Context: an optimization exercise on an open-source flow, tuned for small area. The choices shown serve that exercise and are no tape-out recipe.
Function was checked by simulation only, so behaviour that the tests miss may differ from the original.
No run shown here takes its clock network from TritonCTS; it comes from the design's own scripts or RTL.
The clock port is modelled as an ideal driver, which makes a skipped or thinned clock tree look cheaper than it is; a real chip needs a root buffer or a tree.
No activity file was given, so power comes from the tool's default toggle rates.

### flow/flow/clock_tree.tcl
# Two-level clock tree built by hand, in place of TritonCTS's H-tree: the
# clock sinks are split into k clusters of nearly equal size (a capacitated
# k-means on their placed positions), each cluster gets one leaf buffer at its
# centroid, and one root buffer at the centroid of the leaves is the only
# cell the clock port drives. The tree is balanced: every sink is two buffers
# from the port. Detailed placement legalizes the new buffers afterwards.
proc build_tree {k leafcell rootcell} {
  set block [ord::get_db_block]
  set clk_net [$block findNet i_clk]
  set sinks {}
  foreach it [$clk_net getITerms] { lappend sinks $it }
  set pts {}
  foreach it $sinks {
    set bb [[$it getInst] getBBox]
    lappend pts [list [expr {([$bb xMin] + [$bb xMax]) / 2.0}] [expr {([$bb yMin] + [$bb yMax]) / 2.0}]]
  }
  set n [llength $pts]
  # init centers: spread by sorting on x+y
  set idx [lsort -integer -indices [lmap p $pts {expr {int([lindex $p 0] + [lindex $p 1])}}]]
  set centers {}
  for {set c 0} {$c < $k} {incr c} {
    lappend centers [lindex $pts [lindex $idx [expr {int(($c + 0.5) * $n / $k)}]]]
  }
  set cap [expr {int(ceil(double($n) / $k))}]
  for {set iter 0} {$iter < 30} {incr iter} {
    # capacitated assignment: greedy by distance
    set pairs {}
    for {set i 0} {$i < $n} {incr i} {
      set p [lindex $pts $i]
      for {set c 0} {$c < $k} {incr c} {
        set q [lindex $centers $c]
        lappend pairs [list [expr {abs([lindex $p 0]-[lindex $q 0]) + abs([lindex $p 1]-[lindex $q 1])}] $i $c]
      }
    }
    set pairs [lsort -real -index 0 $pairs]
    set assign [lrepeat $n -1]; set cnt [lrepeat $k 0]
    foreach pr $pairs {
      lassign $pr d i c
      if {[lindex $assign $i] >= 0 || [lindex $cnt $c] >= $cap} continue
      lset assign $i $c; lset cnt $c [expr {[lindex $cnt $c] + 1}]
    }
    set sx [lrepeat $k 0.0]; set sy [lrepeat $k 0.0]
    for {set i 0} {$i < $n} {incr i} {
      set c [lindex $assign $i]; set p [lindex $pts $i]
      lset sx $c [expr {[lindex $sx $c] + [lindex $p 0]}]; lset sy $c [expr {[lindex $sy $c] + [lindex $p 1]}]
    }
    set centers {}
    for {set c 0} {$c < $k} {incr c} { lappend centers [list [expr {[lindex $sx $c] / max(1,[lindex $cnt $c])}] [expr {[lindex $sy $c] / max(1,[lindex $cnt $c])}]] }
  }
  set rmaster [[ord::get_db] findMaster $rootcell]
  set lmaster [[ord::get_db] findMaster $leafcell]
  set root [odb::dbInst_create $block $rmaster clkbuf_root]
  set rnet [odb::dbNet_create $block clknet_root]
  $rnet setSigType CLOCK
  [$root findITerm A] connect $clk_net
  [$root findITerm X] connect $rnet
  set rx 0; set ry 0
  for {set c 0} {$c < $k} {incr c} {
    set leaf [odb::dbInst_create $block $lmaster clkbuf_leaf_$c]
    set lnet [odb::dbNet_create $block clknet_leaf_$c]
    $lnet setSigType CLOCK
    [$leaf findITerm A] connect $rnet
    [$leaf findITerm X] connect $lnet
    set q [lindex $centers $c]
    $leaf setLocation [expr {int([lindex $q 0])}] [expr {int([lindex $q 1])}]
    $leaf setPlacementStatus PLACED
    set rx [expr {$rx + [lindex $q 0]}]; set ry [expr {$ry + [lindex $q 1]}]
    for {set i 0} {$i < $n} {incr i} {
      if {[lindex $assign $i] == $c} { set it [lindex $sinks $i]; $it disconnect; $it connect $lnet }
    }
  }
  $root setLocation [expr {int($rx / $k)}] [expr {int($ry / $k)}]
  $root setPlacementStatus PLACED
}
### flow/standard.sh
#!/bin/bash
# synth_recipe.tcl (not shown) runs the flow's synth.tcl, then flattens the netlist and writes it again
# the make line also repeats each setting of config.mk as NAME=value (left out here)
make -C /OpenROAD-flow-scripts/flow DESIGN_CONFIG=/design/flow/config.mk WORK_HOME=/design/flow/orfs CLKGATE_MAP_FILE= SYNTH_SCRIPT=/design/flow/synth_recipe.tcl "${@:-finish}"
### flow/flow/abc.script
strash
&get -n
&deepsyn -T 20
&put
&get -n
&dch -f
&nf -a -R 1000
&put
strash
&get -n
&dch -f
&nf -a -R 1000
&put
topo
### flow/design.v
module top_motor(
    input i_clk, i_reset,
    input [2:0] i_button,
    output o_pwm,
    output [3:0] o_Led,
    output [7:0] o_font,
    output o_position
    );
    reg [6:0] r_div;
    wire w_tick = (r_div == 7'd99);    
    wire w_c13  = (r_div == 7'd62);    
    wire w_c26  = (r_div == 7'd102);   
    wire w_c39  = (r_div == 7'd60);    
    wire w_c49  = (r_div == 7'd67);    
    wire w_c89  = (r_div == 7'd93);    
    always @(posedge i_clk or posedge i_reset) begin
        if (i_reset) r_div <= 7'd12;
        else r_div <= {r_div[5:0], r_div[6] ^ r_div[0] ^ w_tick};
    end
    reg [49:1] r_ring_hi;
    reg r_ring_lo;
    wire [49:0] r_ring = {r_ring_hi, r_ring_lo};
    reg r_init;           
    reg [2:1] r_state;    
    wire [2:0] w_state = {r_state, r_ring[0]};
    reg [2:1] r_diff;     
    reg r_carry;          
    reg r_clear;          
    reg [1:0] r_act;      
    reg [3:0] r_level;    
    reg r_pwm;
    wire w_full = r_ring[46] & r_ring[42] & r_ring[41] & r_ring[40] & r_ring[37];           
    wire w_wrap = &{r_ring[49:47], r_ring[44:40]};                                          
    wire w_step = w_tick ? (i_button[0] ^ w_state[0]) :
                  w_c13  ? r_diff[1] :
                  r_diff[2];
    wire w_start_n = w_tick | w_c13 | w_c26;
    wire w_clear = w_start_n ? (w_step & w_full) :
                   w_c39 ? w_wrap :
                   w_c49 ? 1'b0 : r_clear;
    wire w_carry = w_start_n ? (w_step & ~w_full) :
                   w_c39 ? ~w_wrap :
                   w_c49 ? 1'b0 : r_carry;
    wire w_head_run = ~w_clear & (r_ring[49] ^ w_carry);
    wire w_head = (r_init & ~w_tick) ? w_c89 : w_head_run;
    wire [2:0] w_flip = {w_c26, w_c13, w_tick} & {3{w_start_n & w_step & w_full}};
    wire [2:0] w_release = w_flip & w_state;
    reg [3:0] w_next_level;
    always @(*) begin
        case (r_act)
            2'd1: w_next_level = {1'b1, r_level[3:1]};
            2'd2: w_next_level = {r_level[2:0], 1'b0};
            2'd3: w_next_level = 4'b0000;
            default: w_next_level = r_level;
        endcase
    end
    wire [9:0] w_q = {r_ring[1], r_ring[2], r_ring[3], r_ring[4], r_ring[5],
                      r_ring[6], r_ring[7], r_ring[8], r_ring[9], r_ring[10]};
    wire w_pwm_next = (w_next_level[3] & (w_q < 10'd300)) | (w_next_level[2] & (w_q < 10'd600)) |
                      (w_next_level[1] & (w_q < 10'd800)) | (w_next_level[0] & (w_q != 10'd999));
    always @(posedge i_clk or posedge i_reset) begin
        if (i_reset) begin
            r_ring_lo <= 1'b0;
            r_init <= 1'b1;
            r_state <= 2'b00;
            r_act <= 2'd0;
            r_level <= 4'b0000;
            r_pwm <= 1'b0;
        end
        else begin
            r_ring_lo <= w_head;
            r_state <= r_state ^ w_flip[2:1];
            if (w_tick) begin
                r_init <= 1'b0;
                r_act <= w_release[0] ? 2'd1 : 2'd0;
                r_level <= w_next_level;
                r_pwm <= w_pwm_next;
            end
            else if (r_act == 2'd0) begin
                if (w_release[1]) r_act <= 2'd2;
                else if (w_release[2]) r_act <= 2'd3;
            end
        end
    end
    always @(posedge i_clk) begin
        r_ring_hi <= {r_ring[48:1], r_ring[0] ^ w_flip[0]};
        r_carry <= w_carry & r_ring[49];
        r_clear <= w_clear;
        if (w_tick) r_diff <= i_button[2:1] ^ r_state;
    end
    wire t1 = r_level[3], t2 = r_level[2], t3 = r_level[1], t4 = r_level[0];
    wire l1 = t1 & ~t2;
    assign o_pwm = r_pwm;
    assign o_Led = r_level;
    assign o_font = {1'b1, ~t2, t1 & ~t4, l1 | t3, l1 | t4, t2 & ~t3, 1'b0, l1 | t4} | {8{i_reset}};
    assign o_position = 1'b0;
endmodule
### flow/config.mk
export PLATFORM = sky130hd
export DESIGN_NAME = top_motor
export DESIGN_NICKNAME = top_motor
export VERILOG_FILES = /design/flow/design.v
export SDC_FILE = /design/flow/constraint.sdc
export NUM_CORES = 4
export LEC_CHECK = 0
export CAP_MARGIN = 20
export CORE_MARGIN = 2
export CORE_UTILIZATION = 55
export PLACE_DENSITY = 0.8
export SLEW_MARGIN = 20
### flow/constraint.sdc
create_clock -name core_clock -period 10.0 [get_ports {i_clk}]
set_input_delay 2.0000 -clock core_clock [delete_from_list [all_inputs] [get_ports {i_clk}]]
set_output_delay 2.0000 -clock core_clock [all_outputs]
set_load 0.01 [all_outputs]
### flow/flow/run.sh
#!/bin/bash
# Own layout flow: the standard ORFS flow with four changes:
#  - synthesis maps the logic with an area-oriented ABC script (flow/abc.script)
#    instead of ORFS's speed script; the rest of the synthesis is unchanged;
#  - port buffers are the smallest buffer cell;
#  - the clock tree is a balanced two-level tree built by flow/clock_tree.tcl
#    (two clkbuf_16 leaf buffers under one clkbuf_2 root) in place of
#    TritonCTS's H-tree; the rest of ORFS's CTS step (timing repair,
#    detailed placement) runs as usual.
# Every make run writes its full output to a log file in the work folder.
set -euo pipefail
W=$PWD
rm -rf "$W/scripts_area" "$W/scripts_cts"
cp -r "$FLOW_HOME/scripts" "$W/scripts_area"
cp "$W/flow/abc.script" "$W/scripts_area/abc_speed.script"
cp -r "$FLOW_HOME/scripts" "$W/scripts_cts"
python3 - "$W/scripts_cts/cts.tcl" "$W/flow/clock_tree.tcl" <<'PY'
import sys
path, tree = sys.argv[1], sys.argv[2]
t = open(path).read()
old = "log_cmd clock_tree_synthesis {*}$cts_args\n"
assert old in t
t = t.replace(old, "source %s\nbuild_tree 2 sky130_fd_sc_hd__clkbuf_16 sky130_fd_sc_hd__clkbuf_2\nset_propagated_clock [all_clocks]\n" % tree)
open(path, "w").write(t)
PY

bash standard.sh synth SCRIPTS_DIR="$W/scripts_area" > "$W/log_1_synth.txt" 2>&1
bash standard.sh floorplan place \
  BUFFER_PORTS_ARGS="-buffer_cell sky130_fd_sc_hd__buf_1" > "$W/log_2_place.txt" 2>&1
bash standard.sh cts SCRIPTS_DIR="$W/scripts_cts" > "$W/log_3_cts.txt" 2>&1
bash standard.sh finish > "$W/log_4_finish.txt" 2>&1
==> results of run 1 <==
[per-stage QoR]
stage | setup slack (ps) | power, mW | instance area [µm²] | cells | util, %
floorplan | 5247 | 0.2955 | 2115 | 169 | -
global placement | 4922 | 0.2964 | 2175 | 225 | 58.96
detailed placement | 4862 | 0.2965 | 2175 | 225 | 58.96
CTS | 4859 | 0.4045 | 2230 | 228 | 60.45
global route | 4661 | 0.4156 | 2230 | 228 | 60.45
finish | 4900 | 0.4034 | 2230 | 228 | 60.45
[sequential cells by signal, summed over array words and instances, names as in the netlist]
| register | cells |
|---|---|
| r_ring_hi | 49 |
| r_diff | 2 |
| r_act | 2 |
| r_clear | 1 |
| r_state | 2 |
| r_init | 1 |
| r_pwm | 1 |
| r_level | 4 |
| r_div | 7 |
| r_carry | 1 |
| r_ring_lo | 1 |
[per-layer routing]
metal  track usage, %  wire (µm)  up-vias
li1                 -          -      587
met1            22.85       1484      579
met2            25.51       1513       14
met3           0.6814         60        5
met4            2.041         48        0
met5                0          0        -
[worst min-delay path by stage]
| stage | start | to | slack (ps) |
|---|---|---|---|
| after floorplan | r_ring_hi[11] | r_ring_hi[12] | 310 |
| after global placement | r_ring_hi[36] | r_ring_hi[37] | 310 |
| after detailed placement | r_ring_hi[23] | r_ring_hi[24] | 310 |
| after CTS | r_ring_hi[11] | r_ring_hi[12] | 340 |
| after global routing | r_ring_hi[35] | r_ring_hi[36] | 350 |
| final | r_ring_hi[45] | r_ring_hi[46] | 340 |
[placed cells by master, fill, tap and decap left out, types with 3 or more instances in the layout]
cell type	n
nand2_1	18
a22oi_1	3
clkinv_1	5
a21oi_1	4
ha_1	4
o21ai_0	8
dfxtp_1	51
dfstp_2	3
nand2b_1	3
buf_1	16
dfrtp_1	15
nor2_1	10
nand3_1	3
nor2b_1	3
[report_power, final]
part           internal [mW]  switching [mW]
logic                0.00136         0.00376
clock network         0.0395          0.0737
registers              0.285               0
[area by class of cell]
| class | instances | area [µm²] | area share (%) |
|---|---|---|---|
| repair buffers | 16 | 60.06 | 2.694 |
| flip-flops and latches | 71 | 1535 | 68.86 |
| well taps | 48 | 60.06 | 2.694 |
| plain buffers | 3 | 55.05 | 2.469 |
| multi-input cells | 85 | 500.5 | 22.45 |
| inverters | 5 | 18.77 | 0.8418 |
[kinds of logic (layout without fill, tap and decap cells)]
kind of cell	after synthesis	after routing	share of synthesized area, %
buffers and inverters	13	24	3.728
AOI/OAI and AO/OA	26	26	8.107
DFF	71	71	72.60
other	2	2	0.3552
and+or+nand+nor	49	49	11.18
xor gates and xnor gates	4	4	1.657
adders and majority gates	4	4	2.367
[critical path, stage by stage]
cell	delay, ps
buf_1	130
clkinv_1	540
o21ai_0	240
buf_1	170
==> metrics.csv, run 1 <==
metric;value;unit
status;complete, no violations;
synth_largest_area_cell;dfxtp_1;
hpwlAfterDp;2.183;mm
drc;0;
slew_headroom;42.91;%
drive_above_1_share;3.333;%
grt_pass1_wl;5.292;mm
reg2reg_slack;7240;ps
required;8000;ps
grt.total_usage;15.25;%
fin_crit;5100;ps
yosysTopAreaCellShare;48.28;%
routed_via_density;5.197;
pin_count;19;
cp-end-kind;primary output;
wl;3.107;mm
cp_data_arrival_time;3100;ps
syn_area;2115;µm²
worstPathMaxFanout;21;
nNetsFinal;191;
hold_class;register to register;
start_kind;input port;
cts.reportedPaths.clkPinSlew;120;ps
dieArea;4357;µm²
worstReg2RegStart;r_div[3];
yosysWarnings;1;
cts_setup_buffers;0;
port_buffers;16;
clk_latency;370;ps
grt_antenna_before_repair;0;
peakVddDrop;0.09641;mV
synth_cell_type_count;36;
synth_edf_count;2;
holdPathStages;0;
power.density;180.9;nW/µm²
ys_seq_area_share;72.60;%
async_flop_share;25.35;%
areaGrowthSynthToFinish;5.444;%
wl_per_cell;13.63;µm
first_pass_iters;4;
setup_viol;0;
avgSynthCellArea;12.51;µm²
synthFlopType;dfxtp_1;
ctsResizeCount;0;
syn_nets;178;
crit_type;input port to primary output;
skew;8.160;ps
hold_violations;0;
ys_top_cells_by_count;dfxtp_1, nand2_1, dfrtp_1;
grt-ovfl-total;0;
rsz0062_at_grt;false;
tns;0;ps
rows;22;
hold_buffers;0;
ys_seq_elements;71;
cp-startpoint;i_reset;
synthMostInstantiatedCell;dfxtp_1;
fmax;196.1;MHz
start_util;57.33;%
core;3689;µm²
grt_pass1_vias;1116;
antenna_cells;0;
fillers;293;
worstSetupEndpoint;o_font[5];
fp.dieH;66.01;µm
grt_max_degree;37;
reg2reg_depth;9;
gp_congestion;0.8468;
drv_cap;0;
tightestPinTransition;848.6;ps
chipWidth;66.01;µm
netlist_instances;169;
synth_area_leaders;dfxtp_1, dfrtp_1, dfstp_2;
post-route-period-util;51.00;%
hold_ws;337.6;ps
ant_nets;0;
r2r_end;r_ring_lo;
drtIter0Drc;96;
vias;1185;
slew_violations;0;
p_leak;0.9120;nW
==> inputs of run 2 (changes only) <==
--- a/flow/config.mk
+++ b/flow/config.mk
@@ -7,6 +7,6 @@
 export LEC_CHECK = 0
 export CAP_MARGIN = 20
 export CORE_MARGIN = 2
-export CORE_UTILIZATION = 55
+export CORE_UTILIZATION = 45
 export PLACE_DENSITY = 0.8
 export SLEW_MARGIN = 20
==> metrics.csv, run 2 <==
metric;value;unit;change
status;complete, no violations;;unchanged
grt_pass1_vias;1113;;was 1116
routed_via_density;5.009;;was 5.197
crit_chain;buf_1, clkinv_1, o21ai_0, buf_1;;unchanged
clk_latency;370;ps;about the same
setup_viol;0;;unchanged
avgSynthCellArea;12.51;µm²;unchanged
peakVddDrop;0.1166;mV;was 0.09641 mV
yosysTopAreaCellShare;48.28;%;unchanged
worst_path_max_delay_cell;clkinv_1;;unchanged
ant_nets;0;;unchanged
cp-end-kind;primary output;;unchanged
required;8000;ps;about the same
fillers;395;;was 293
drc;0;;unchanged
synthMostInstantiatedCell;dfxtp_1;;unchanged
rows;24;;was 22
holdPathStages;0;;unchanged
p_leak;0.9120;nW;unchanged
mostFrequentLayoutCell;dfxtp_1;;unchanged
first_pass_iters;4;;unchanged
antenna_cells;0;;unchanged
hold_path_startpoint;r_ring_hi[12];;was r_ring_hi[45]
post-route-period-util;51.07;%;was 51.00%
power.density;179.6;nW/µm²;was 180.9 nW/µm²
vias;1162;;was 1185
p_switching;0.07560;mW;was 0.07745 mW
areaGrowthSynthToFinish;5.680;%;was 5.444%
cts_setup_buffers;0;;unchanged
cts.reportedPaths.clkPinSlew;110;ps;was 120 ps
wl_per_cell;12.79;µm;was 13.63 µm
p_clk_share;27.7;%;was 28.0%
synth_largest_area_cell;dfxtp_1;;unchanged
core;4444;µm²;was 3689 µm²
multi_input_area;500.5;µm²;unchanged
ys_seq_elements;71;;unchanged
grt.total_usage;11.82;%;was 15.25%
seq_area;1535;µm²;unchanged
combPwrFrac;1.3;%;about the same
largest_reg_flops;49;;unchanged
grt_antenna_before_repair;0;;unchanged
drtIter0Drc;51;;was 96
worstReg2RegStart;r_div[4];;was r_div[3]
synth_edf_count;2;;unchanged
tightestPinTransition;760.7;ps;was 848.6 ps
final_area;2235;µm²;was 2230 µm²
gp_congestion;0.7008;;was 0.8468
ctsResizeCount;0;;unchanged
dieArea;5264;µm²;was 4357 µm²
hold_violations;0;;unchanged
fin_crit;5107;ps;was 5100 ps
grt-ovfl-total;0;;unchanged
port_buffers;16;;unchanged
start_kind;input port;;unchanged
dp_cells;229;;was 225
switching_share;18.83;%;was 19.20%
drive_above_1_share;3.333;%;unchanged
fmax;195.8;MHz;was 196.1 MHz
layout_common_cells;dfxtp_1, nand2_1, buf_1;;unchanged
synthFlopType;dfxtp_1;;unchanged
slew_headroom;48.82;%;was 42.91%
grt_pass1_wl;5.175;mm;was 5.292 mm
p_seq_share;71.0;%;was 70.7%
intPower;0.3258;mW;was 0.3260 mW
chipWidth;72.55;µm;was 66.01 µm
skew;4.744;ps;was 8.160 ps
cpPeakStageDelay;550;ps;was 540 ps
pin_count;19;;unchanged
netlist_instances;169;;unchanged
yosysWarnings;1;;unchanged
nNetsFinal;191;;unchanged
start_util;47.58;%;was 57.33%
fin_cells;232;;was 228
hold_class;register to register;;unchanged
slew_violations;0;;unchanged
syn_area;2115;µm²;unchanged
hpwlAfterDp;2.116;mm;was 2.183 mm
drv_cap;0;;unchanged
r2r_end;r_ring_lo;;unchanged
power;0.4014;mW;was 0.4034 mW
synth_area_leaders;dfxtp_1, dfrtp_1, dfstp_2;;unchanged
rsz0062_at_grt;false;;unchanged
fp.dieH;72.55;µm;was 66.01 µm
cp_common_cell;buf_1;;unchanged
async_flop_share;25.35;%;unchanged
hold_buffers;0;;unchanged
largest_registers;r_ring_hi: 49 flops, r_div: 7 flops, r_level: 4 flops;;unchanged
crit_type;input port to primary output;;unchanged
wl;2.967;mm;was 3.107 mm
ys_top_cells_by_count;dfxtp_1, nand2_1, dfrtp_1;;unchanged
dpl-instance-area;2180;µm²;was 2175 µm²
worstPathMaxFanout;21;;unchanged
ys_seq_area_share;72.60;%;unchanged
reg2reg_depth;10;;was 9
cp_data_arrival_time;3110;ps;was 3100 ps
synth_cell_type_count;36;;unchanged
grt_max_degree;37;;unchanged
reg2reg_slack;7280;ps;was 7240 ps
holdPathEnd;r_ring_hi[13];;was r_ring_hi[46]
regMostFlops;r_ring_hi;;unchanged
tns;0;ps;unchanged
syn_nets;178;;unchanged
[run 2: cell counts in the layout (fill, tap and decap cells not counted)]
No cell type changed its count.
[run 2: layout make-up]
cell class,instances,share of cell area (%)
plain buffers,3,2.464
inverters,5,0.8399
multi-input cells,85,22.40
flip-flops and latches,71,68.70
well taps,52,2.912
repair buffers,16,2.688
[run 2: power groups by stage]
stage	registers [mW]	logic, mW	clock network [mW]
after global placement	0.291	0.00521	0
after CTS	0.285	0.00536	0.114
after floorplan	0.291	0.00429	0
after global routing	0.285	0.00590	0.125
final	0.285	0.00522	0.111
after detailed placement	0.291	0.00535	0
[run 2: routing by layer]
| metal | vias to the layer above | part of all wire (%) | track usage, % |
|---|---|---|---|
| li1 | 589 | - | - |
| met1 | 565 | 49 | 17.56 |
| met2 | 6 | 49 | 19.80 |
| met3 | 2 | 1.3 | 0.8333 |
| met4 | 0 | 0.98 | 1.235 |
| met5 | - | 0 | 0 |
[run 2: critical path, delay by kind of cell]
family / cells / cell delay, ps
buffers and inverters: 3 / 850
AO/OA/AOI/OAI: 1 / 250
[run 2: cells by family (layout without fill, tap and decap cells)]
logic type               after synthesis  count (layout)  synth area share, %
AO/OA/AOI/OAI                         26              26                8.107
buffers and inverters                 13              24                3.728
XOR/XNOR                               4               4                1.657
other                                  2               2               0.3552
adder cells (fa/ha/maj)                4               4                2.367
flip-flops                            71              71                72.60
AND/OR/NAND/NOR                       49              49                11.18
[run 2: worst max-delay path by stage]
stage | startpoint | to | slack [ps] | cells past startpoint
after global placement | i_reset | o_font[5] | 4900 | 4
after global routing | i_reset | o_font[5] | 4690 | 4
after CTS | i_reset | o_font[6] | 4860 | 4
after floorplan | i_reset | o_font[2] | 5250 | 2
after detailed placement | i_reset | o_font[6] | 4860 | 4
final | i_reset | o_font[5] | 4890 | 4
[run 2: metrics by stage]
| step | utilization, % | setup slack (ps) | hold slack [ps] |
|---|---|---|---|
| final | 50.28 | 4893 | 338.7 |
| after global routing | 50.28 | 4689 | 345.8 |
| after CTS | 50.28 | 4859 | 340.3 |
| after detailed placement | 49.04 | 4864 | 312.1 |
| after global placement | 49.04 | 4899 | 311.8 |
| after floorplan | - | 5247 | 309.6 |
==> inputs of run 3 (changes only) <==
==> flow/flow/abc.script (replaced) <==
strash
&get -n
&deepsyn -T 20
&put
&get -n
&dch -f
&nf -a -R 1000 -p
&put
strash
&get -n
&dch -f
&nf -a -R 1000 -p
&put
topo
==> metrics.csv, run 3 <==
metric;value;unit;change
port_buffers;16;;unchanged
drtIter0Drc;71;;was 51
rows;24;;unchanged
synth_edf_count;2;;unchanged
required;8000;ps;about the same
switching_share;18.98;%;was 18.83%
gp_congestion;0.7492;;was 0.7008
yosysTopAreaCellShare;48.43;%;was 48.28%
ctsResizeCount;0;;unchanged
hold_violations;0;;unchanged
core;4444;µm²;unchanged
power.density;180.6;nW/µm²;was 179.6 nW/µm²
synth_cell_type_count;34;;was 36
cp_data_arrival_time;3080;ps;was 3110 ps
synth_largest_area_cell;dfxtp_1;;unchanged
intPower;0.3260;mW;was 0.3258 mW
cts.reportedPaths.clkPinSlew;120;ps;was 110 ps
cts_setup_buffers;0;;unchanged
mostFrequentLayoutCell;dfxtp_1;;unchanged
wl_per_cell;12.79;µm;unchanged
slew_headroom;53.03;%;was 48.82%
start_util;47.44;%;was 47.58%
chipWidth;72.45;µm;was 72.55 µm
slew_violations;0;;unchanged
grt-ovfl-total;0;;unchanged
tns;0;ps;unchanged
largest_registers;r_ring_hi: 49 flops, r_div: 7 flops, r_level: 4 flops;;unchanged
rsz0062_at_grt;false;;unchanged
combPwrFrac;1.3;%;about the same
r2r_end;r_act[0];;was r_ring_lo
grt.total_usage;11.46;%;was 11.82%
grt_max_degree;37;;unchanged
vias;1163;;was 1162
nNetsFinal;191;;unchanged
clk_latency;360;ps;was 370 ps
fmax;197.0;MHz;was 195.8 MHz
p_switching;0.07638;mW;was 0.07560 mW
first_pass_iters;4;;unchanged
p_leak;0.9114;nW;was 0.9120 nW
hpwlAfterDp;2.161;mm;was 2.116 mm
yosysWarnings;1;;unchanged
holdPathEnd;r_ring_hi[27];;was r_ring_hi[13]
ys_seq_area_share;72.82;%;was 72.60%
avgSynthCellArea;12.47;µm²;was 12.51 µm²
fp.dieH;72.45;µm;was 72.55 µm
final_core_util;50.14;%;was 50.28%
hold_buffers;0;;unchanged
setup_viol;0;;unchanged
start_kind;input port;;unchanged
reg2reg_slack;7330;ps;was 7280 ps
grt_antenna_before_repair;0;;unchanged
routed_via_density;5.013;;was 5.009
worstPathMaxFanout;21;;unchanged
ys_seq_elements;71;;unchanged
dpl-instance-area;2173;µm²;was 2180 µm²
hold_class;register to register;;unchanged
layout_common_cells;dfxtp_1, nand2_1, buf_1;;unchanged
dieArea;5248;µm²;was 5264 µm²
antenna_cells;0;;unchanged
post-route-period-util;50.76;%;was 51.07%
regMostFlops;r_ring_hi;;unchanged
hold_path_startpoint;r_ring_hi[26];;was r_ring_hi[12]
worstReg2RegStart;r_div[3];;was r_div[4]
pin_count;19;;unchanged
peakVddDrop;0.09569;mV;was 0.1166 mV
crit_type;input port to primary output;;unchanged
p_seq_share;70.9;%;was 71.0%
final_area;2228;µm²;was 2235 µm²
grt_pass1_wl;5.002;mm;was 5.175 mm
holdPathStages;0;;unchanged
syn_area;2108;µm²;was 2115 µm²
ant_nets;0;;unchanged
drc;0;;unchanged
drv_cap;0;;unchanged
skew;4.682;ps;was 4.744 ps
status;complete, no violations;;unchanged
areaGrowthSynthToFinish;5.697;%;was 5.680%
synthMostInstantiatedCell;dfxtp_1;;unchanged
drive_above_1_share;3.333;%;unchanged
fin_crit;5076;ps;was 5107 ps
reg2reg_depth;11;;was 10
netlist_instances;169;;unchanged
synthFlopType;dfxtp_1;;unchanged
cp-end-kind;primary output;;unchanged
largest_reg_flops;49;;unchanged
syn_nets;178;;unchanged
tightestPinTransition;698.1;ps;was 760.7 ps
wl;2.967;mm;unchanged
async_flop_share;25.35;%;unchanged
p_clk_share;27.9;%;was 27.7%
grt_pass1_vias;1145;;was 1113
ys_top_cells_by_count;dfxtp_1, nand2_1, dfrtp_1;;unchanged
synth_area_leaders;dfxtp_1, dfrtp_1, dfstp_2;;unchanged
run 3: critical path: stages:
cell and delay (ps):
buf_1 120, clkinv_1 540, o21ai_0 230, buf_1 180
run 3: worst max path at each step:
| stage | start | end |
|---|---|---|
| finish | i_reset | o_font[5] |
| floorplan | i_reset | o_font[2] |
| global placement | i_reset | o_font[2] |
| detailed placement | i_reset | o_font[5] |
| CTS | i_reset | o_font[5] |
| global route | i_reset | o_font[5] |
run 3: logic make-up after synthesis:
kind of cell / share of synthesized area, %
simple gates: 11.04
flops: 72.82
xor+xnor: 1.662
buf+inv: 3.739
fa+ha+maj: 2.374
other cells: 0.3562
compound gates: 8.012
run 3: per-stage QoR:
stage,hold slack (ps),worst slack (ps),instances,total power [mW]
after global placement,312.1,4912,229,0.2964
after CTS,339.9,4873,232,0.4045
final,340.4,4924,232,0.4024
after detailed placement,312.1,4874,229,0.2966
after global routing,345.9,4650,232,0.4145
after floorplan,309.6,5247,169,0.2955
run 3: power by group through the flow:
stage                     sequential (mW)  clock (mW)  combinational, mW
after global placement              0.291           0            0.00518
after floorplan                     0.291           0            0.00429
final                               0.285       0.112            0.00517
after global routing                0.285       0.123            0.00603
after detailed placement            0.291           0            0.00539
after CTS                           0.285       0.114            0.00540
run 3: layout make-up:
cell class,instances,area (µm²)
Multi-Input combinational cell,85,494.2
Fill cell,390,2216
Tap cell,52,65.06
Timing Repair Buffer,16,60.06
Buffer,3,55.05
Sequential cell,71,1535
Inverter,5,18.77
run 3: routing by layer:
layer | GRT usage, % | part of all wire [%]
met5 | 0 | 0
met3 | 1.250 | 2.7
met2 | 19.88 | 48
met4 | 2.675 | 1.9
met1 | 15.58 | 48
==> inputs of run 4 (changes only) <==
--- a/flow/design.v
+++ b/flow/design.v
@@ -20,20 +20,20 @@
     reg [49:1] r_ring_hi;
     reg r_ring_lo;
     wire [49:0] r_ring = {r_ring_hi, r_ring_lo};
-    reg r_init;           
     reg [2:1] r_state;    
     wire [2:0] w_state = {r_state, r_ring[0]};
-    reg [2:1] r_diff;     
+    reg r_diff2;          
     reg r_carry;          
     reg r_clear;          
-    reg [1:0] r_act;      
+    reg [1:0] r_act;
     reg [3:0] r_level;    
     reg r_pwm;
+    wire w_init = r_pwm & ~r_level[3];
     wire w_full = r_ring[46] & r_ring[42] & r_ring[41] & r_ring[40] & r_ring[37];           
     wire w_wrap = &{r_ring[49:47], r_ring[44:40]};                                          
     wire w_step = w_tick ? (i_button[0] ^ w_state[0]) :
-                  w_c13  ? r_diff[1] :
-                  r_diff[2];
+                  w_c13  ? r_act[1] :
+                  r_diff2;
     wire w_start_n = w_tick | w_c13 | w_c26;
     wire w_clear = w_start_n ? (w_step & w_full) :
                    w_c39 ? w_wrap :
@@ -42,7 +42,7 @@
                    w_c39 ? ~w_wrap :
                    w_c49 ? 1'b0 : r_carry;
     wire w_head_run = ~w_clear & (r_ring[49] ^ w_carry);
-    wire w_head = (r_init & ~w_tick) ? w_c89 : w_head_run;
+    wire w_head = (w_init & ~w_tick) ? w_c89 : w_head_run;
     wire [2:0] w_flip = {w_c26, w_c13, w_tick} & {3{w_start_n & w_step & w_full}};
     wire [2:0] w_release = w_flip & w_state;
     reg [3:0] w_next_level;
@@ -61,36 +61,32 @@
     always @(posedge i_clk or posedge i_reset) begin
         if (i_reset) begin
             r_ring_lo <= 1'b0;
-            r_init <= 1'b1;
             r_state <= 2'b00;
             r_act <= 2'd0;
             r_level <= 4'b0000;
-            r_pwm <= 1'b0;
+            r_pwm <= 1'b1;
         end
         else begin
             r_ring_lo <= w_head;
             r_state <= r_state ^ w_flip[2:1];
             if (w_tick) begin
-                r_init <= 1'b0;
-                r_act <= w_release[0] ? 2'd1 : 2'd0;
+                r_act <= {i_button[1] ^ r_state[1], w_release[0]};
                 r_level <= w_next_level;
                 r_pwm <= w_pwm_next;
             end
-            else if (r_act == 2'd0) begin
-                if (w_release[1]) r_act <= 2'd2;
-                else if (w_release[2]) r_act <= 2'd3;
-            end
+            else if (w_c13) r_act[1] <= ~r_act[0] & w_release[1];
+            else if (r_act == 2'd0 && w_release[2]) r_act <= 2'd3;
         end
     end
     always @(posedge i_clk) begin
         r_ring_hi <= {r_ring[48:1], r_ring[0] ^ w_flip[0]};
         r_carry <= w_carry & r_ring[49];
         r_clear <= w_clear;
-        if (w_tick) r_diff <= i_button[2:1] ^ r_state;
+        if (w_tick) r_diff2 <= i_button[2] ^ r_state[2];
     end
     wire t1 = r_level[3], t2 = r_level[2], t3 = r_level[1], t4 = r_level[0];
     wire l1 = t1 & ~t2;
-    assign o_pwm = r_pwm;
+    assign o_pwm = r_pwm & r_level[3];
     assign o_Led = r_level;
     assign o_font = {1'b1, ~t2, t1 & ~t4, l1 | t3, l1 | t4, t2 & ~t3, 1'b0, l1 | t4} | {8{i_reset}};
     assign o_position = 1'b0;
==> metrics.csv, run 4 <==
metric;value;unit;change
drv_cap;0;;unchanged
syn_nets;176;;was 178
clk_latency;360;ps;about the same
syn_area;2088;µm²;was 2108 µm²
rsz0062_at_grt;false;;unchanged
switching_share;18.63;%;was 18.98%
holdPathStages;0;;unchanged
synth_xor_area_share;1.258;%;was 1.662%
synth_compound_area_share;10.13;%;was 8.012%
core;4414;µm²;was 4444 µm²
required;8000;ps;about the same
crit_type;input port to primary output;;unchanged
intPower;0.3172;mW;was 0.3260 mW
status;complete, no violations;;unchanged
fp.dieH;72.12;µm;was 72.45 µm
yosysWarnings;1;;unchanged
grt_antenna_before_repair;0;;unchanged
cts_setup_buffers;0;;unchanged
power.density;175.9;nW/µm²;was 180.6 nW/µm²
fin_crit;5328;ps;was 5076 ps
synth_top_family_by_area;simple AND/OR/NAND/NOR gates;;unchanged
worstSetupEndpoint;o_font[3];;was o_font[5]
start_util;47.31;%;was 47.44%
yosysTopAreaCellShare;48.89;%;was 48.43%
wl;2.960;mm;was 2.967 mm
r2r_end;r_ring_lo;;was r_act[0]
p_seq_share;70.9;%;about the same
slew_violations;0;;unchanged
largest_registers;r_ring_hi: 49 flops, r_div: 7 flops, r_level: 4 flops;;unchanged
synth-adder-area-share;2.397;%;was 2.374%
first_pass_iters;4;;unchanged
async_flop_share;24.64;%;was 25.35%
ys_top_cells_by_count;dfxtp_1, dfrtp_1, o21ai_0;;was dfxtp_1, nand2_1, dfrtp_1
mostFrequentLayoutCell;dfxtp_1;;unchanged
dp_slack;4606;ps;was 4874 ps
ctsResizeCount;0;;unchanged
ys_seq_area_share;70.88;%;was 72.82%
hold_violations;0;;unchanged
grt_pass1_wl;4.974;mm;was 5.002 mm
cts.reportedPaths.clkPinSlew;110;ps;was 120 ps
hpwlAfterDp;2.085;mm;was 2.161 mm
reg2reg_slack;7360;ps;was 7330 ps
rows;24;;unchanged
dieArea;5201;µm²;was 5248 µm²
areaGrowthSynthToFinish;6.112;%;was 5.697%
synth_area_leaders;dfxtp_1, dfrtp_1, dfstp_2;;unchanged
ant_nets;0;;unchanged
synthFlopType;dfxtp_1;;unchanged
largest_reg_flops;49;;unchanged
grt_pass1_vias;1080;;was 1145
reg2reg_depth;12;;was 11
wl_per_cell;12.81;µm;was 12.79 µm
p_leak;0.9176;nW;was 0.9114 nW
regMostFlops;r_ring_hi;;unchanged
combPwrFrac;1.3;%;about the same
post-route-period-util;53.28;%;was 50.76%
p_clk_share;27.8;%;was 27.9%
grt_max_degree;36;;was 37
start_kind;input port;;unchanged
grt-ovfl-total;0;;unchanged
pin_count;19;;unchanged
layout_common_cells;dfxtp_1, buf_1, dfrtp_1;;was dfxtp_1, nand2_1, buf_1
p_switching;0.07263;mW;was 0.07638 mW
fmax;187.7;MHz;was 197.0 MHz
port_buffers;16;;unchanged
worstPathMaxFanout;19;;was 21
setup_viol;0;;unchanged
routed_via_density;4.991;;was 5.013
cp_data_arrival_time;3330;ps;was 3080 ps
vias;1153;;was 1163
avgSynthCellArea;12.50;µm²;was 12.47 µm²
cp-end-kind;primary output;;unchanged
chipWidth;72.12;µm;was 72.45 µm
synthMostInstantiatedCell;dfxtp_1;;unchanged
synth_edf_count;1;;was 2
hold_class;register to register;;unchanged
drive_above_1_share;3.911;%;was 3.333%
nNetsFinal;190;;was 191
cp-startpoint;i_reset;;unchanged
skew;7.359;ps;was 4.682 ps
yosys.area_share.simple;10.37;%;was 11.04%
tns;0;ps;unchanged
synth_cell_type_count;38;;was 34
synthMuxAreaShare;1.019;%;was 0%
grt.total_usage;11.55;%;was 11.46%
slew_headroom;57.63;%;was 53.03%
worstReg2RegStart;r_div[3];;unchanged
peakVddDrop;0.09626;mV;was 0.09569 mV
drtIter0Drc;56;;was 71
antenna_cells;0;;unchanged
setup_ws;4672;ps;was 4924 ps
hold_buffers;0;;unchanged
gp_congestion;0.8529;;was 0.7492
ys_seq_elements;69;;was 71
netlist_instances;167;;was 169
drc;0;;unchanged
tightestPinTransition;631.6;ps;was 698.1 ps
synth_largest_area_cell;dfxtp_1;;unchanged
run 4: changes by cell type after synthesis, sizes merged, moves of 2 or more:
cell,change
nor3,-2
o21ai,+3
nand4,-2
nor2,-3
nor2b,+2
nand2,-5
nand3,+2
and3,-2
run 4: worst max-delay path, cell delays in order:
cell	delay, ps
buf_1	140
clkinv_1	540
nand2_1	260
o21ai_0	130
nand2b_1	100
buf_1	150
run 4: worst min-delay path by stage:
stage                        from       endpoint  slack [ps]
floorplan           r_ring_hi[11]  r_ring_hi[12]         310
global placement    r_ring_hi[30]  r_ring_hi[31]         310
detailed placement  r_ring_hi[19]  r_ring_hi[20]         310
CTS                 r_ring_hi[38]  r_ring_hi[39]         340
global route        r_ring_hi[28]  r_ring_hi[29]         350
finish              r_ring_hi[35]  r_ring_hi[36]         340
run 4: per-layer routing:
layer	global-route usage, %	vias up	wire, µm
met4	1.468	0	17
li1	-	597	-
met5	0	-	0
met2	18.55	14	1293
met3	0.8333	2	75
met1	17.71	540	1574
run 4: stage by stage:
step | std cells | hold WS (ps) | area [µm²] | power, mW | utilization (%)
floorplan | 167 | 309.6 | 2088 | 0.2866 | -
global placement | 228 | 311.6 | 2161 | 0.2875 | 48.95
detailed placement | 228 | 312.1 | 2161 | 0.2876 | 48.95
CTS | 231 | 339.7 | 2216 | 0.3936 | 50.20
global route | 231 | 345.7 | 2216 | 0.4027 | 50.20
finish | 231 | 337.0 | 2216 | 0.3898 | 50.20
run 4: cells by family (layout without fill, tap and decap cells):
family,Yosys count,count (layout)
xor+xnor,3,3
compound gates,34,34
simple gates,41,41
flops,69,69
buf+inv,12,24
mux,2,2
other cells,2,2
fa+ha+maj,4,4
run 4: area by class of cell:
type	count	area, µm²
Buffer	3	55.05
Fill cell	402	2198
Inverter	4	15.01
Multi-Input combinational cell	86	533.0
Sequential cell	69	1480
Tap cell	52	65.06
Timing Repair Buffer	17	67.56
run 4: power groups by stage:
stage / Clock (mW) / Sequential (mW) / Combinational, mW
2_1_floorplan: 0 / 0.282 / 0.00417
3_3_place_gp: 0 / 0.282 / 0.00510
3_5_place_dp: 0 / 0.282 / 0.00519
4_1_cts: 0.112 / 0.276 / 0.00521
5_1_grt: 0.120 / 0.277 / 0.00587
6_report: 0.108 / 0.276 / 0.00507
==> inputs of run 5 (changes only) <==
==> flow/flow/abc.script (replaced) <==
strash
&get -n
&deepsyn -T 20
&put
&get -n
&dch -f
&nf -a -R 1000 -p -C 32
&put
strash
&get -n
&dch -f
&nf -a -R 1000 -p -C 32
&put
topo
==> metrics.csv, run 5 <==
metric;value;unit;change
r2r_end;r_pwm;;was r_ring_lo
cp-startpoint;i_reset;;unchanged
skew;10.25;ps;was 7.359 ps
final_area;2198;µm²;was 2216 µm²
rows;24;;unchanged
largest_registers;r_ring_hi: 49 flops, r_div: 7 flops, r_level: 4 flops;;unchanged
avgSynthCellArea;12.26;µm²;was 12.50 µm²
first_pass_iters;4;;unchanged
reg2reg_depth;11;;was 12
dp_slack;4918;ps;was 4606 ps
vias;1194;;was 1153
hpwlAfterDp;2.187;mm;was 2.085 mm
synthFlopType;dfxtp_1;;unchanged
grt_antenna_before_repair;0;;unchanged
ctsResizeCount;0;;unchanged
mostFrequentLayoutCell;dfxtp_1;;unchanged
power;0.3897;mW;was 0.3898 mW
syn_area;2072;µm²;was 2088 µm²
tightestPinTransition;776.1;ps;was 631.6 ps
fp.dieH;71.86;µm;was 72.12 µm
hold_violations;0;;unchanged
holdPathStages;0;;unchanged
grt_max_degree;36;;unchanged
p_clk_share;27.8;%;about the same
combPwrFrac;1.3;%;about the same
p_switching;0.07267;mW;was 0.07263 mW
antenna_cells;0;;unchanged
ant_nets;0;;unchanged
hold_path_startpoint;r_ring_hi[17];;was r_ring_hi[35]
grt_pass1_wl;5.375;mm;was 4.974 mm
drc;0;;unchanged
grt.total_usage;12.51;%;was 11.55%
holdPathEnd;r_ring_hi[18];;was r_ring_hi[36]
regMostFlops;r_ring_hi;;unchanged
start_util;47.26;%;was 47.31%
peakVddDrop;0.1434;mV;was 0.09626 mV
fin_crit;5054;ps;was 5328 ps
chipWidth;71.86;µm;was 72.12 µm
hold_buffers;0;;unchanged
synth_largest_area_cell;dfxtp_1;;unchanged
largest_reg_flops;49;;unchanged
ys_top_cells_by_count;dfxtp_1, dfrtp_1, nand2_1;;was dfxtp_1, dfrtp_1, o21ai_0
cp-end-kind;primary output;;unchanged
routed_via_density;5.147;;was 4.991
grt-ovfl-total;0;;unchanged
synthMostInstantiatedCell;dfxtp_1;;unchanged
cts_setup_buffers;0;;unchanged
ys_seq_area_share;71.44;%;was 70.88%
p_leak;0.8843;nW;was 0.9176 nW
drive_above_1_share;3.889;%;was 3.911%
grt_pass1_vias;1171;;was 1080
tns;0;ps;unchanged
synth_area_leaders;dfxtp_1, dfrtp_1, dfstp_2;;unchanged
fillers;398;;was 402
worstPathMaxFanout;20;;was 19
yosysWarnings;1;;unchanged
nNetsFinal;191;;was 190
switching_share;18.65;%;was 18.63%
power.density;177.2;nW/µm²;was 175.9 nW/µm²
ys_seq_elements;69;;unchanged
rsz0062_at_grt;false;;unchanged
syn_nets;178;;was 176
reg2reg_slack;7250;ps;was 7360 ps
crit_type;input port to primary output;;unchanged
cp_data_arrival_time;3050;ps;was 3330 ps
hold_ws;335.5;ps;was 337.0 ps
post-route-period-util;50.54;%;was 53.28%
port_buffers;16;;unchanged
intPower;0.3170;mW;was 0.3172 mW
required;8000;ps;about the same
dp_cells;229;;was 228
worstReg2RegStart;r_div[3];;unchanged
gp_congestion;0.8377;;was 0.8529
dieArea;5163;µm²;was 5201 µm²
yosysTopAreaCellShare;49.28;%;was 48.89%
core;4384;µm²;was 4414 µm²
setup_ws;4946;ps;was 4672 ps
slew_headroom;47.71;%;was 57.63%
pin_count;19;;unchanged
synth_cell_type_count;36;;was 38
fmax;197.9;MHz;was 187.7 MHz
final_core_util;50.14;%;was 50.20%
fin_cells;232;;was 231
wl_per_cell;13.02;µm;was 12.81 µm
layout_common_cells;dfxtp_1, buf_1, dfrtp_1;;unchanged
synth_edf_count;1;;unchanged
setup_viol;0;;unchanged
hold_class;register to register;;unchanged
status;complete, no violations;;unchanged
areaGrowthSynthToFinish;6.099;%;was 6.112%
netlist_instances;169;;was 167
slew_violations;0;;unchanged
drtIter0Drc;63;;was 56
p_seq_share;70.9;%;about the same
async_flop_share;24.64;%;unchanged
drv_cap;0;;unchanged
cts.reportedPaths.clkPinSlew;110;ps;about the same
clk_latency;370;ps;was 360 ps
dpl-instance-area;2137;µm²;was 2161 µm²
start_kind;input port;;unchanged
wl;3.021;mm;was 2.960 mm
-- run 5: cell count changes in the layout (fill, tap and decap cells not counted), moves of 2 or more --
cell	previous run	this run
nor2_1	7	9
clkinv_1	4	7
o21ai_0	12	9
nand2_1	11	13
nand4b_1	2	0
nor2b_1	4	1
a21oi_1	7	9
-- run 5: cell families (layout without fill, tap and decap cells) --
logic type,count (synthesis),after routing,synth area share [%]
compound gates,34,34,10.45
xor+xnor,3,3,1.268
fa+ha+maj,4,4,2.416
buf+inv,15,26,4.167
flops,69,69,71.44
other cells,2,2,0.3625
simple gates,42,42,9.904
-- run 5: cell type report --
class	count	area (µm²)	share of cell area [%]
multi-input cells	85	511.7	23.28
plain buffers	3	55.05	2.504
flip-flops and latches	69	1480	67.33
inverters	7	26.28	1.195
well taps	52	65.06	2.960
repair buffers	16	60.06	2.732
-- run 5: per-layer routing --
| metal | GRT usage (%) | up-vias | share of wire, % |
|---|---|---|---|
| li1 | - | 598 | - |
| met1 | 18.11 | 579 | 48 |
| met2 | 20.99 | 13 | 49 |
| met3 | 1.406 | 4 | 2.9 |
| met4 | 1.468 | 0 | 0.76 |
| met5 | 0 | - | 0 |
-- run 5: worst max-delay path by stage --
stage           endpoint  slack, ps
6_report       o_font[2]       4950
3_5_place_dp   o_font[5]       4920
4_1_cts        o_font[5]       4900
3_3_place_gp   o_font[5]       4920
5_1_grt        o_font[5]       4670
2_1_floorplan  o_font[2]       5280
-- run 5: power groups by stage --
stage               Sequential, mW  Combinational, mW  Clock (mW)
finish                       0.276            0.00491       0.108
global route                 0.277            0.00576       0.122
CTS                          0.276            0.00503       0.112
detailed placement           0.282            0.00499           0
global placement             0.282            0.00492           0
floorplan                    0.282            0.00413           0
-- run 5: worst max-delay path, stage by stage --
cell and delay, ps:
buf_1 110, clkinv_1 520, o21ai_0 240, buf_1 170

## what the ideal ports hide
How much do the figures lean on ideal ports? The routed layouts below were timed once more, with nothing changed but the port constraints. Step 1 sets driving cells, clkbuf_16 on the clock port and buf_2 on the other inputs (assumed; they add their load-dependent delay and slew). Step 2 adds t to the input delays and takes it off the output delays; t is the mean of the earliest and latest rising clock arrival at the registers after step 1. Input paths then give back, and output paths get back, about the clock's delay inside the block. a / b / c = ideal / step 1 / step 2; a / b = the first two.
run | t, ns | slack for setup (ns) | worst register clock-pin slew, ns | worst data-port slew with drivers (ns) | pins driven straight from the clock port
run 1 | 0.394 | 4.900 / 4.857 / 4.857 | 0.12 / 0.12 | 0.04 | 1
run 2 | 0.392 | 4.893 / 4.871 / 4.871 | 0.12 / 0.12 | 0.03 | 1
run 3 | 0.378 | 4.924 / 4.901 / 4.901 | 0.12 / 0.12 | 0.03 | 1
run 4 | 0.377 | 4.672 / 4.648 / 4.648 | 0.12 / 0.12 | 0.03 | 1
run 5 | 0.392 | 4.946 / 4.924 / 4.924 | 0.11 / 0.11 | 0.04 | 1
After both steps every run listed still meets setup and hold. The setup slack of run 1, which loses most, moves by -0.043 ns with the drivers and by -0.043 ns with both steps.
